This is an optimization exercise on Yosys and OpenROAD, whose aim is small area, not a production implementation. In this exercise RTL edits were held to simulation tests only and were not proved equivalent to the original. Power and IR drop assume default switching activity. No driver is modelled on the clock port, so clocking that relies on it looks cheaper here than on a real chip.

==> inputs of trial 78 <==
## filter_mod
module filter_mod #(
    parameter WIDTH = 8,
    parameter DEPTH = 64,
    parameter LINE_BITS = 10,
    parameter ROWS = 48,
    parameter COLS = 64
)
(
    input clk,
    input reset,
    input [WIDTH-1:0] r_data_in,
    input [WIDTH-1:0] g_data_in,
    input [WIDTH-1:0] b_data_in,
    input data_in_done,
    output [WIDTH-1:0] r_data_out,
    output [WIDTH-1:0] g_data_out,
    output [WIDTH-1:0] b_data_out,
    output data_out_done
);
export LEC_CHECK = 0
export CAP_MARGIN = 20
export CORE_MARGIN = 2
export CORE_UTILIZATION = 60
export SETUP_SLACK_MARGIN = 0.3
export SLEW_MARGIN = 20
create_clock -name core_clock -period 6.0 [get_ports {clk}]
standard.sh (not shown) runs the stock make flow with config.mk's settings and CLKGATE_MAP_FILE= SYNTH_SCRIPT=/design/flow/synth_recipe.tcl, a recipe that flattens the netlist after the stock synthesis.
==> flow/flow/run.sh <==
#!/bin/bash
# The standard layout with three changes that leave every register as the standard
# synthesis makes it:
#  - carry lookahead mapped with Yosys's own Brent-Kung $lcu instead of Kogge-Stone
#    (SYNTH_OPERATIONS_ARGS set, so synth.tcl adds no -extra-map),
#  - redundant inverters between full adders removed from the synthesised netlist
#    (flow/invpush.py: a full adder is self-dual),
#  - small port buffers, and clock tree synthesis without dummy loads.
# Each step's output goes to a log file of its own in this folder.
set -euo pipefail
export BUFFER_PORTS_ARGS="-buffer_cell sky130_fd_sc_hd__buf_1"
export CTS_ARGS="-sink_clustering_enable -repair_clock_nets -dont_use_dummy_load -root_buf sky130_fd_sc_hd__clkbuf_16 -tree_buf sky130_fd_sc_hd__clkbuf_8 -sink_clustering_buffer sky130_fd_sc_hd__clkbuf_16 -sink_clustering_size 38 -sink_clustering_max_diameter 60"
export SYNTH_OPERATIONS_ARGS="-nofsm"
RES=orfs/results/sky130hd/filter_mod/base
bash standard.sh synth > flow_synth.log 2>&1
cp $RES/1_2_yosys.v 1_2_yosys.orig.v
python3 flow/invpush.py 1_2_yosys.orig.v $RES/1_2_yosys.v > flow_invpush.log 2>&1
rm -f $RES/1_synth.odb $RES/1_synth.sdc
bash standard.sh finish > flow_finish.log 2>&1
Other scripts of this flow, unchanged in this note and not shown: flow/flow/invpush.py
==> build 36 (differences from trial 78) <==
--- a/flow/flow/run.sh
+++ b/flow/flow/run.sh
@@ -11,3 +11,3 @@
 export BUFFER_PORTS_ARGS="-buffer_cell sky130_fd_sc_hd__buf_1"
-export CTS_ARGS="-sink_clustering_enable -repair_clock_nets -dont_use_dummy_load -root_buf sky130_fd_sc_hd__clkbuf_16 -tree_buf sky130_fd_sc_hd__clkbuf_8 -sink_clustering_buffer sky130_fd_sc_hd__clkbuf_16 -sink_clustering_size 38 -sink_clustering_max_diameter 60"
+export CTS_ARGS="-sink_clustering_enable -repair_clock_nets -dont_use_dummy_load -root_buf sky130_fd_sc_hd__clkbuf_16 -tree_buf sky130_fd_sc_hd__clkbuf_8 -sink_clustering_buffer sky130_fd_sc_hd__clkbuf_16 -sink_clustering_size 36 -sink_clustering_max_diameter 80"
 export SYNTH_OPERATIONS_ARGS="-nofsm"
CORE_UTILIZATION = 50   (was 60)
==> build 95 (differences from trial 78) <==
--- a/flow/flow/run.sh
+++ b/flow/flow/run.sh
@@ -11,3 +11,3 @@
 export BUFFER_PORTS_ARGS="-buffer_cell sky130_fd_sc_hd__buf_1"
-export CTS_ARGS="-sink_clustering_enable -repair_clock_nets -dont_use_dummy_load -root_buf sky130_fd_sc_hd__clkbuf_16 -tree_buf sky130_fd_sc_hd__clkbuf_8 -sink_clustering_buffer sky130_fd_sc_hd__clkbuf_16 -sink_clustering_size 38 -sink_clustering_max_diameter 60"
+export CTS_ARGS="-sink_clustering_enable -repair_clock_nets -dont_use_dummy_load -root_buf sky130_fd_sc_hd__clkbuf_16 -tree_buf sky130_fd_sc_hd__clkbuf_8 -sink_clustering_buffer sky130_fd_sc_hd__clkbuf_16 -sink_clustering_size 36 -sink_clustering_max_diameter 80"
 export SYNTH_OPERATIONS_ARGS="-nofsm"
==> comparison table <==
Worst clock skew: trial 78 0.0864 ns; build 36 0.0930 ns; build 95 0.0822 ns
Biggest cell delay along the critical path: trial 78 0.49 ns; build 36 0.52 ns; build 95 0.55 ns
Internal power consumption: trial 78 24.9 mW; build 36 24.2 mW; build 95 24.2 mW
Total cell area at the placement stage: trial 78 68700 um^2; build 36 69000 um^2; build 95 68700 um^2
CP Launch Point: trial 78 col[5]; build 36 col[5]; build 95 col[2]
Worst slew margin relative to its limit: trial 78 0.614; build 36 0.561; build 95 0.605
Combined buffer and inverter count along the critical path: trial 78 2; build 36 1; build 95 2
Placed instance count: trial 78 5103; build 36 5371; build 95 5103
Startpoint of the worst register-to-register path: trial 78 col[5]; build 36 col[5]; build 95 col[2]
Worst Reg2Reg Path Length in Cells: trial 78 16; build 36 15; build 95 15
Clock slew at the register clock pins of the worst setup and hold paths: trial 78 0.11 ns; build 36 0.12 ns; build 95 0.12 ns
Run status: trial 78 timing/DRC/antenna clean; build 36 timing/DRC/antenna clean; build 95 timing/DRC/antenna clean
# Post-CTS Setup Buffers: trial 78 4; build 36 1; build 95 2
Die footprint: trial 78 114000 um^2; build 36 136000 um^2; build 95 114000 um^2
End-of-flow core utilization: trial 78 0.652; build 36 0.542; build 95 0.645
Portion of the layout cell area used by clock cells: trial 78 0.0441; build 36 0.0353; build 95 0.0348
Max VDD drop: trial 78 0.322 mV; build 36 0.295 mV; build 95 0.316 mV
Worst Hold Path EP: trial 78 hist[85][6]; build 36 hist[46][15]; build 95 hist[127][8]
Total length of routed met3 wires: trial 78 3440 um; build 36 5120 um; build 95 3220 um
Non-Filler Instances: trial 78 5245; build 36 5474; build 95 5210
Power in the clock group: trial 78 9.14 mW; build 36 8.32 mW; build 95 8.24 mW
Non-Filler Cell Area, Final: trial 78 71900 um^2; build 36 71600 um^2; build 95 71200 um^2

* * *

==> run K: inputs <==
==> flow/design.v <==
`timescale 1ns / 1ps
module filter_mod #(
    parameter WIDTH = 8,
    parameter DEPTH = 64,
    parameter LINE_BITS = 10,
    parameter ROWS = 48,
    parameter COLS = 64
)
(
    input clk,
    input reset,
    input [WIDTH-1:0] r_data_in,
    input [WIDTH-1:0] g_data_in,
    input [WIDTH-1:0] b_data_in,
    input data_in_done,
    output [WIDTH-1:0] r_data_out,
    output [WIDTH-1:0] g_data_out,
    output [WIDTH-1:0] b_data_out,
    output data_out_done
);
localparam TAPS = 2 * COLS;
reg [3*WIDTH-1:0] hist [0:TAPS-1];
wire [3*WIDTH-1:0] pix_in = {r_data_in, g_data_in, b_data_in};
integer k;
always @(posedge clk) begin
    hist[0] <= pix_in;
    for (k = 1; k < TAPS; k = k + 1)
        hist[k] <= hist[k-1];
end
reg [5:0] col;       
reg [5:0] row;       
reg lft_col;         
reg rgt_col;         
reg top_row;         
reg bot_row;         
wire row_step = data_in_done & rgt_col;
always @(posedge clk) begin
    if (reset) begin
        col <= 6'd0;
        row <= 6'd62;
        lft_col <= 1'b0;
        rgt_col <= 1'b1;
        top_row <= 1'b0;
        bot_row <= 1'b0;
    end else begin
        if (data_in_done) begin
            col <= col + 6'd1;
            lft_col <= rgt_col;
            rgt_col <= (col == COLS-1);
        end
        if (row_step) begin
            row <= (row == ROWS-1) ? 6'd0 : row + 6'd1;
            top_row <= (row == ROWS-1) | (row == 6'd63);
            bot_row <= (row == ROWS-2);
        end
    end
end
wire run = ~(row[5] & row[4]);    
wire [3*WIDTH-1:0] p_below  = pix_in;
wire [3*WIDTH-1:0] p_right  = hist[COLS-2];
wire [3*WIDTH-1:0] p_centre = hist[COLS-1];
wire [3*WIDTH-1:0] p_left   = hist[COLS];
wire [3*WIDTH-1:0] p_above  = hist[TAPS-1];
function [WIDTH-1:0] sharpen;
    input [WIDTH-1:0] c, l, r, a, b;
    reg [11:0] s;    
    begin
        s = {2'b00, c, 2'b00} + {4'b0000, c}
          - {4'b0000, l} - {4'b0000, r}
          - {4'b0000, a} - {4'b0000, b};
        if (s[11])
            sharpen = {WIDTH{1'b0}};
        else if (s[10:8] != 3'b000)
            sharpen = {WIDTH{1'b1}};
        else
            sharpen = s[7:0];
    end
endfunction
genvar ch;
generate
    for (ch = 0; ch < 3; ch = ch + 1) begin : chan
        wire [WIDTH-1:0] c = p_centre[ch*WIDTH +: WIDTH];
        wire [WIDTH-1:0] l = lft_col ? {WIDTH{1'b0}} : p_left[ch*WIDTH +: WIDTH];
        wire [WIDTH-1:0] r = rgt_col ? {WIDTH{1'b0}} : p_right[ch*WIDTH +: WIDTH];
        wire [WIDTH-1:0] a = top_row ? {WIDTH{1'b0}} : p_above[ch*WIDTH +: WIDTH];
        wire [WIDTH-1:0] b = bot_row ? {WIDTH{1'b0}} : p_below[ch*WIDTH +: WIDTH];
        wire [WIDTH-1:0] y = sharpen(c, l, r, a, b);
    end
endgenerate
reg [WIDTH-1:0] r_q, g_q, b_q;
reg done_q;
always @(posedge clk) begin
    r_q <= chan[0].y;
    g_q <= chan[1].y;
    b_q <= chan[2].y;
end
always @(posedge clk) begin
    if (reset)
        done_q <= 1'b0;
    else
        done_q <= data_in_done & run;
end
assign r_data_out = r_q;
assign g_data_out = g_q;
assign b_data_out = b_q;
assign data_out_done = done_q;
endmodule
==> flow/flow/run.sh <==
#!/bin/bash
# The standard layout with three changes that leave every register as the standard
# synthesis makes it:
#  - carry lookahead mapped with Yosys's own Brent-Kung $lcu instead of Kogge-Stone
#    (SYNTH_OPERATIONS_ARGS set, so synth.tcl adds no -extra-map),
#  - redundant inverters between full adders removed from the synthesised netlist
#    (flow/invpush.py: a full adder is self-dual),
#  - small port buffers, and clock tree synthesis without dummy loads.
# Each step's output goes to a log file of its own in this folder.
set -euo pipefail
export BUFFER_PORTS_ARGS="-buffer_cell sky130_fd_sc_hd__buf_1"
export CTS_ARGS="-sink_clustering_enable -repair_clock_nets -dont_use_dummy_load -root_buf sky130_fd_sc_hd__clkbuf_16 -tree_buf sky130_fd_sc_hd__clkbuf_8 -sink_clustering_buffer sky130_fd_sc_hd__clkbuf_16 -sink_clustering_size 30 -sink_clustering_max_diameter 70"
export SYNTH_OPERATIONS_ARGS="-nofsm"
RES=orfs/results/sky130hd/filter_mod/base
bash standard.sh synth > flow_synth.log 2>&1
cp $RES/1_2_yosys.v 1_2_yosys.orig.v
python3 flow/invpush.py 1_2_yosys.orig.v $RES/1_2_yosys.v > flow_invpush.log 2>&1
rm -f $RES/1_synth.odb $RES/1_synth.sdc
bash standard.sh finish > flow_finish.log 2>&1
==> flow/flow/invpush.py <==
#!/usr/bin/env python3
"""Remove redundant inverters around full adders in a flat Yosys netlist.

A full adder is self-dual: FA(~a, ~b, ~c) = (~cout, ~sum). Each fa_1 may thus be
"flipped" (inputs and outputs complemented) without changing the function.
This chooses flips greedily to minimise the number of inverters, then rewrites the
netlist with one inverter per signal that still needs its complement.

usage: invpush.py IN.v OUT.v
"""
import re
import sys
from collections import defaultdict

INV = "sky130_fd_sc_hd__inv_1"
FA = "sky130_fd_sc_hd__fa_1"
OUT_PINS = {"X", "Y", "Q", "Q_N", "SUM", "COUT", "HI", "LO"}

src = open(sys.argv[1]).read()
cell_re = re.compile(r"^(\s*)(sky130_fd_sc_hd__\w+)\s+(\S+)\s*\((.*?)\);\s*$", re.S | re.M)
pin_re = re.compile(r"\.(\w+)\(\s*(\\\S+\s|[^()\s]+)\s*\)")

mod_start = src.index("module ")
mod_end = src.rindex("endmodule")
header_end = src.index(");", mod_start) + 2
header = src[mod_start:header_end]
ports = set()
for m in re.finditer(r"^\s*(input|output|inout)\s+(\[[^\]]*\]\s*)?(\\\S+\s|[^\s;]+)\s*;", src, re.M):
    ports.add(m.group(3).strip())

cells = []
for m in cell_re.finditer(src):
    pins = [(p, n.strip()) for p, n in pin_re.findall(m.group(4))]
    cells.append({"type": m.group(2), "name": m.group(3), "pins": pins, "span": m.span()})

def base_name(net):
    # strip bit select for port membership tests
    return re.sub(r"\s*\[\d+\]$", "", net)

def is_port(net):
    return base_name(net) in ports or net in ports

driver = {}
for i, c in enumerate(cells):
    for p, n in c["pins"]:
        if p in OUT_PINS:
            driver[n] = (i, p)

# inverters that may be removed: internal input and output nets
removable = set()
for i, c in enumerate(cells):
    if c["type"] == INV:
        d = dict(c["pins"])
        if not is_port(d["Y"]) and not is_port(d["A"]):
            removable.add(i)

def resolve(net):
    par = 0
    seen = 0
    while net in driver and driver[net][0] in removable and seen < 100:
        i = driver[net][0]
        net = dict(cells[i]["pins"])["A"]
        par ^= 1
        seen += 1
    return net, par

# loads per base net: (cell index, pin, parity)
loads = defaultdict(list)
for i, c in enumerate(cells):
    if i in removable:
        continue
    for p, n in c["pins"]:
        if p not in OUT_PINS:
            b, par = resolve(n)
            loads[b].append((i, p, par))

# flippable full adders: output nets internal
flippable = set()
for i, c in enumerate(cells):
    if c["type"] == FA and not any(is_port(n) for p, n in c["pins"]):
        flippable.add(i)
flip = defaultdict(int)

def base_of_driver_pin(i, p):
    return dict(cells[i]["pins"])[p]

def net_cost(b):
    prov = 0
    if b in driver and driver[b][0] in flippable:
        prov = flip[driver[b][0]]
    for (i, p, par) in loads[b]:
        need = par ^ (flip[i] if i in flippable else 0)
        if need != prov:
            return 1
    return 0

def cell_nets(i):
    nets = set()
    for p, n in cells[i]["pins"]:
        if p in OUT_PINS:
            nets.add(n)
        else:
            nets.add(resolve(n)[0])
    return nets

before = sum(net_cost(b) for b in list(loads.keys()))
improved = True
while improved:
    improved = False
    for i in sorted(flippable):
        nets = cell_nets(i)
        c0 = sum(net_cost(b) for b in nets)
        flip[i] ^= 1
        c1 = sum(net_cost(b) for b in nets)
        if c1 < c0:
            improved = True
        else:
            flip[i] ^= 1
after = sum(net_cost(b) for b in list(loads.keys()))

# rewrite connections
new_pins = {i: dict(c["pins"]) for i, c in enumerate(cells)}
new_invs = []
k = 0
for b in list(loads.keys()):
    prov = flip[driver[b][0]] if (b in driver and driver[b][0] in flippable) else 0
    comp = None
    for (i, p, par) in loads[b]:
        need = par ^ (flip[i] if i in flippable else 0)
        if need == prov:
            new_pins[i][p] = b
        else:
            if comp is None:
                comp = "_ipush%d_" % k
                k += 1
                new_invs.append((comp, b))
            new_pins[i][p] = comp

def fmt(typ, name, pins, indent="  "):
    body = ",\n".join("%s  .%s(%s)" % (indent, p, n if not n.startswith("\\") else n + " ") for p, n in pins)
    return "%s%s %s (\n%s\n%s);" % (indent, typ, name, body, indent)

out = []
pos = 0
for i, c in enumerate(cells):
    s, e = c["span"]
    out.append(src[pos:s])
    if i not in removable:
        order = [p for p, n in c["pins"]]
        out.append("\n" + fmt(c["type"], c["name"], [(p, new_pins[i][p]) for p in order]))
    pos = e
tail = src[pos:]
extra_wires = "".join("  wire %s;\n" % w for w, _ in new_invs)
extra_cells = "".join("\n" + fmt(INV, "%s_c" % w[:-1] + "_", [("A", b if not b.startswith("\\") else b), ("Y", w)]) for w, b in new_invs)
tail = tail.replace("endmodule", extra_cells + "\nendmodule", 1)
text = "".join(out) + tail
# declare new wires right after the header
text = text[:header_end] + "\n" + extra_wires + text[header_end:]
open(sys.argv[2], "w").write(text)
print("invpush: %d removable inverters, signal complements %d -> %d, %d adders flipped"
      % (len(removable), before, after, sum(1 for i in flippable if flip[i])))
==> flow/standard.sh <==
#!/bin/bash
# synth_recipe.tcl (not shown) runs the flow's synth.tcl, then flattens the netlist and writes it again
# the make line also repeats each setting of config.mk as NAME=value (left out here)
make -C /OpenROAD-flow-scripts/flow DESIGN_CONFIG=/design/flow/config.mk WORK_HOME=/design/flow/orfs CLKGATE_MAP_FILE= SYNTH_SCRIPT=/design/flow/synth_recipe.tcl "${@:-finish}"
==> flow/config.mk <==
export PLATFORM = sky130hd
export DESIGN_NAME = filter_mod
export DESIGN_NICKNAME = filter_mod
export VERILOG_FILES = /design/flow/design.v
export SDC_FILE = /design/flow/constraint.sdc
export NUM_CORES = 4
export LEC_CHECK = 0
export CAP_MARGIN = 20
export CORE_MARGIN = 2
export CORE_UTILIZATION = 60
export SETUP_SLACK_MARGIN = 0.3
export SLEW_MARGIN = 20
==> flow/constraint.sdc <==
create_clock -name core_clock -period 6.0 [get_ports {clk}]
set_input_delay 1.2000 -clock core_clock [delete_from_list [all_inputs] [get_ports {clk}]]
set_output_delay 1.2000 -clock core_clock [all_outputs]
set_load 0.01 [all_outputs]
==> run R: changes against run K <==
==> flow/design.v, changed modules only <==
module filter_mod #(
    parameter WIDTH = 8,
    parameter DEPTH = 64,
    parameter LINE_BITS = 10,
    parameter ROWS = 48,
    parameter COLS = 64
)
(
    input clk,
    input reset,
    input [WIDTH-1:0] r_data_in,
    input [WIDTH-1:0] g_data_in,
    input [WIDTH-1:0] b_data_in,
    input data_in_done,
    output [WIDTH-1:0] r_data_out,
    output [WIDTH-1:0] g_data_out,
    output [WIDTH-1:0] b_data_out,
    output data_out_done
);
localparam TAPS = 2 * COLS;
reg [3*WIDTH-1:0] hist [0:TAPS-1];
wire [3*WIDTH-1:0] pix_in = {r_data_in, g_data_in, b_data_in};
integer k;
always @(posedge clk) begin
    hist[0] <= pix_in;
    for (k = 1; k < TAPS; k = k + 1)
        hist[k] <= hist[k-1];
end
reg [5:0] col;       
reg [5:0] row;       
always @(posedge clk) begin
    if (reset) begin
        col <= 6'd0;
        row <= 6'd62;
    end else if (data_in_done) begin
        col <= col + 6'd1;
        if (col == 6'd0)
            row <= (row == ROWS-1) ? 6'd0 : row + 6'd1;
    end
end
wire run = ~(row[5] & row[4]);    
wire top_row = (row == 6'd0);
wire bot_row = (row == ROWS-1);
wire lft_col = (col == 6'd1);    
wire rgt_col = (col == 6'd0);    
wire [3*WIDTH-1:0] p_below  = pix_in;
wire [3*WIDTH-1:0] p_right  = hist[COLS-2];
wire [3*WIDTH-1:0] p_centre = hist[COLS-1];
wire [3*WIDTH-1:0] p_left   = hist[COLS];
wire [3*WIDTH-1:0] p_above  = hist[TAPS-1];
function [WIDTH-1:0] sharpen;
    input [WIDTH-1:0] c, l, r, a, b;
    reg [11:0] s;    
    begin
        s = {2'b00, c, 2'b00} + {4'b0000, c}
          - {4'b0000, l} - {4'b0000, r}
          - {4'b0000, a} - {4'b0000, b};
        if (s[11])
            sharpen = {WIDTH{1'b0}};
        else if (s[10:8] != 3'b000)
            sharpen = {WIDTH{1'b1}};
        else
            sharpen = s[7:0];
    end
endfunction
genvar ch;
generate
    for (ch = 0; ch < 3; ch = ch + 1) begin : chan
        wire [WIDTH-1:0] c = p_centre[ch*WIDTH +: WIDTH];
        wire [WIDTH-1:0] l = lft_col ? {WIDTH{1'b0}} : p_left[ch*WIDTH +: WIDTH];
        wire [WIDTH-1:0] r = rgt_col ? {WIDTH{1'b0}} : p_right[ch*WIDTH +: WIDTH];
        wire [WIDTH-1:0] a = top_row ? {WIDTH{1'b0}} : p_above[ch*WIDTH +: WIDTH];
        wire [WIDTH-1:0] b = bot_row ? {WIDTH{1'b0}} : p_below[ch*WIDTH +: WIDTH];
        wire [WIDTH-1:0] y = sharpen(c, l, r, a, b);
    end
endgenerate
reg [WIDTH-1:0] r_q, g_q, b_q;
reg done_q;
always @(posedge clk) begin
    r_q <= chan[0].y;
    g_q <= chan[1].y;
    b_q <= chan[2].y;
end
always @(posedge clk) begin
    if (reset)
        done_q <= 1'b0;
    else
        done_q <= data_in_done & run;
end
assign r_data_out = r_q;
assign g_data_out = g_q;
assign b_data_out = b_q;
assign data_out_done = done_q;
endmodule
--- a/flow/flow/run.sh
+++ b/flow/flow/run.sh
@@ -10,5 +10,5 @@
 set -euo pipefail
 export BUFFER_PORTS_ARGS="-buffer_cell sky130_fd_sc_hd__buf_1"
-export CTS_ARGS="-sink_clustering_enable -repair_clock_nets -dont_use_dummy_load -root_buf sky130_fd_sc_hd__clkbuf_16 -tree_buf sky130_fd_sc_hd__clkbuf_8 -sink_clustering_buffer sky130_fd_sc_hd__clkbuf_16 -sink_clustering_size 30 -sink_clustering_max_diameter 70"
+export CTS_ARGS="-sink_clustering_enable -repair_clock_nets -dont_use_dummy_load -root_buf sky130_fd_sc_hd__clkbuf_16 -tree_buf sky130_fd_sc_hd__clkbuf_8 -sink_clustering_buffer sky130_fd_sc_hd__clkbuf_16 -sink_clustering_size 32 -sink_clustering_max_diameter 70"
 export SYNTH_OPERATIONS_ARGS="-nofsm"
 RES=orfs/results/sky130hd/filter_mod/base
==> run B: changes against run K <==
==> flow/flow/run.sh (replaced) <==
#!/bin/bash
# The standard layout, with small port buffers, smaller clock tree buffers above the
# leaves and no CTS dummy loads.
set -euo pipefail
export BUFFER_PORTS_ARGS="-buffer_cell sky130_fd_sc_hd__buf_1"
export CTS_ARGS="-sink_clustering_enable -repair_clock_nets -dont_use_dummy_load -root_buf sky130_fd_sc_hd__clkbuf_16 -tree_buf sky130_fd_sc_hd__clkbuf_8 -sink_clustering_buffer sky130_fd_sc_hd__clkbuf_16 -sink_clustering_size 30 -sink_clustering_max_diameter 70"
bash standard.sh > standard_flow.log 2>&1
removed: flow/flow/invpush.py
==> run Z: changes against run K <==
==> flow/design.v, changed modules only <==
module filter_mod #(
    parameter WIDTH = 8,
    parameter DEPTH = 64,
    parameter LINE_BITS = 10,
    parameter ROWS = 48,
    parameter COLS = 64
)
(
    input clk,
    input reset,
    input [WIDTH-1:0] r_data_in,
    input [WIDTH-1:0] g_data_in,
    input [WIDTH-1:0] b_data_in,
    input data_in_done,
    output [WIDTH-1:0] r_data_out,
    output [WIDTH-1:0] g_data_out,
    output [WIDTH-1:0] b_data_out,
    output data_out_done
);
localparam TAPS = 2 * COLS;
reg [3*WIDTH-1:0] hist [0:TAPS-1];
wire [3*WIDTH-1:0] pix_in = {r_data_in, g_data_in, b_data_in};
integer k;
always @(posedge clk) begin
    hist[0] <= pix_in;
    for (k = 1; k < TAPS; k = k + 1)
        hist[k] <= hist[k-1];
end
reg [5:0] col;       
reg [5:0] row;       
always @(posedge clk) begin
    if (reset) begin
        col <= 6'd0;
        row <= 6'd62;
    end else if (data_in_done) begin
        col <= col + 6'd1;
        if (col == 6'd0)
            row <= (row == ROWS-1) ? 6'd0 : row + 6'd1;
    end
end
wire run = ~(row[5] & row[4]);    
wire top_row = (row == 6'd0);
wire bot_row = (row == ROWS-1);
wire lft_col = (col == 6'd1);    
wire rgt_col = (col == 6'd0);    
wire [3*WIDTH-1:0] p_below  = pix_in;
wire [3*WIDTH-1:0] p_right  = hist[COLS-2];
wire [3*WIDTH-1:0] p_centre = hist[COLS-1];
wire [3*WIDTH-1:0] p_left   = hist[COLS];
wire [3*WIDTH-1:0] p_above  = hist[TAPS-1];
function [WIDTH-1:0] sharpen;
    input [WIDTH-1:0] c, l, r, a, b;
    reg [11:0] s;    
    begin
        s = {2'b00, c, 2'b00} + {4'b0000, c}
          - {4'b0000, l} - {4'b0000, r}
          - {4'b0000, a} - {4'b0000, b};
        if (s[11])
            sharpen = {WIDTH{1'b0}};
        else if (s[10:8] != 3'b000)
            sharpen = {WIDTH{1'b1}};
        else
            sharpen = s[7:0];
    end
endfunction
genvar ch;
generate
    for (ch = 0; ch < 3; ch = ch + 1) begin : chan
        wire [WIDTH-1:0] c = p_centre[ch*WIDTH +: WIDTH];
        wire [WIDTH-1:0] l = lft_col ? {WIDTH{1'b0}} : p_left[ch*WIDTH +: WIDTH];
        wire [WIDTH-1:0] r = rgt_col ? {WIDTH{1'b0}} : p_right[ch*WIDTH +: WIDTH];
        wire [WIDTH-1:0] a = top_row ? {WIDTH{1'b0}} : p_above[ch*WIDTH +: WIDTH];
        wire [WIDTH-1:0] b = bot_row ? {WIDTH{1'b0}} : p_below[ch*WIDTH +: WIDTH];
        wire [WIDTH-1:0] y = sharpen(c, l, r, a, b);
    end
endgenerate
reg [WIDTH-1:0] r_q, g_q, b_q;
reg done_q;
always @(posedge clk) begin
    r_q <= chan[0].y;
    g_q <= chan[1].y;
    b_q <= chan[2].y;
end
always @(posedge clk) begin
    if (reset)
        done_q <= 1'b0;
    else
        done_q <= data_in_done & run;
end
assign r_data_out = r_q;
assign g_data_out = g_q;
assign b_data_out = b_q;
assign data_out_done = done_q;
endmodule
--- a/flow/flow/run.sh
+++ b/flow/flow/run.sh
@@ -10,5 +10,5 @@
 set -euo pipefail
 export BUFFER_PORTS_ARGS="-buffer_cell sky130_fd_sc_hd__buf_1"
-export CTS_ARGS="-sink_clustering_enable -repair_clock_nets -dont_use_dummy_load -root_buf sky130_fd_sc_hd__clkbuf_16 -tree_buf sky130_fd_sc_hd__clkbuf_8 -sink_clustering_buffer sky130_fd_sc_hd__clkbuf_16 -sink_clustering_size 30 -sink_clustering_max_diameter 70"
+export CTS_ARGS="-sink_clustering_enable -repair_clock_nets -dont_use_dummy_load -root_buf sky130_fd_sc_hd__clkbuf_16 -tree_buf sky130_fd_sc_hd__clkbuf_8 -sink_clustering_buffer sky130_fd_sc_hd__clkbuf_16 -sink_clustering_size 36 -sink_clustering_max_diameter 100"
 export SYNTH_OPERATIONS_ARGS="-nofsm"
 RES=orfs/results/sky130hd/filter_mod/base
==> summary of the runs <==
Run R completed with no timing, DRC or antenna violations. Run Z went through all stages and came out clean. Run K ran to the end with no violations. Run B went through all stages and came out clean. First-iteration DRC count: run R < run K < run Z < run B. Utilization, lowest first: run Z, run R, run K, run B. Clock power: run Z is smaller than run R (about 6%). Non-clock buffer count: run Z is higher than run K (2). In run Z the sequential cell count is lower than in run K, by 4.
==> figures <==
| metric | run R | run Z | run K | run B |
|---|---|---|---|---|
| Global Route met3 Usage | 0.02684 | 0.02495 | 0.02805 | 0.02361 |
| Nets | 3914 | 3897 | 3934 | 4032 |
| Clock buffer count in the final layout | 115 | 98 | 120 | 118 |
| Sinks on the clock net | 3109 | 3109 | 3113 | 3113 |
| PwrDens | 421.3 nW/um^2 | 416.2 nW/um^2 | 422.2 nW/um^2 | 419.6 nW/um^2 |
| Run status | finished clean | finished clean | finished clean | finished clean |
| Ratio of layout area to synthesized area | 1.0747x | 1.0681x | 1.0756x | 1.0743x |
| Total of fill cells in the finished design | 7496 | 7538 | 7647 | 7680 |
| First-pass GRT wire length | 117.4 mm | 116.9 mm | 119.4 mm | 123.3 mm |
| Total of cells resized after clock tree synthesis | 1 | 1 | 0 | 0 |
| Reg area | 62240 sq um | 62240 sq um | 62320 sq um | 62320 sq um |
| WL/cell | 13.93 um | 13.91 um | 14.11 um | 14.03 um |

[re-timing with driven ports]
The flow's constraints put no driver on any port. The routed layouts listed below were extracted and timed again, unchanged, in two steps. Step 1: set_driving_cell puts a clkbuf_16 on clk and a buf_2 on each other input, an assumption about the parent block. Step 2 moves the port delays by t, midway between the first and last clock arrival at a register: inputs arrive t later, outputs are due t later. That takes back most of the time a late clock gives input paths. a / b / c = ideal ports / drivers / drivers and shift; a / b = the first two.
run	t (ns)	setup WS [ns]	latest minus earliest clock arrival (ns)	worst register clock-pin slew, ns
trial 78	0.764	0.693 / 0.693 / 0.515	0.141 / 0.140	0.12 / 0.12
build 36	0.758	0.640 / 0.640 / 0.586	0.135 / 0.135	0.12 / 0.12
build 95	0.740	0.697 / 0.697 / 0.508	0.100 / 0.100	0.12 / 0.12
run K	0.750	0.888 / 0.888 / 0.447	0.086 / 0.086	0.11 / 0.11
run R	0.750	0.728 / 0.728 / 0.545	0.088 / 0.087	0.11 / 0.11
run B	0.762	1.175 / 1.175 / 0.890	0.109 / 0.110	0.11 / 0.11
run Z	0.729	0.648 / 0.648 / 0.505	0.108 / 0.109	0.12 / 0.12
After both steps every run listed still meets setup and hold. For run K, which loses most, drivers alone change the setup slack by 0.000 ns; drivers and shift together by -0.441 ns.
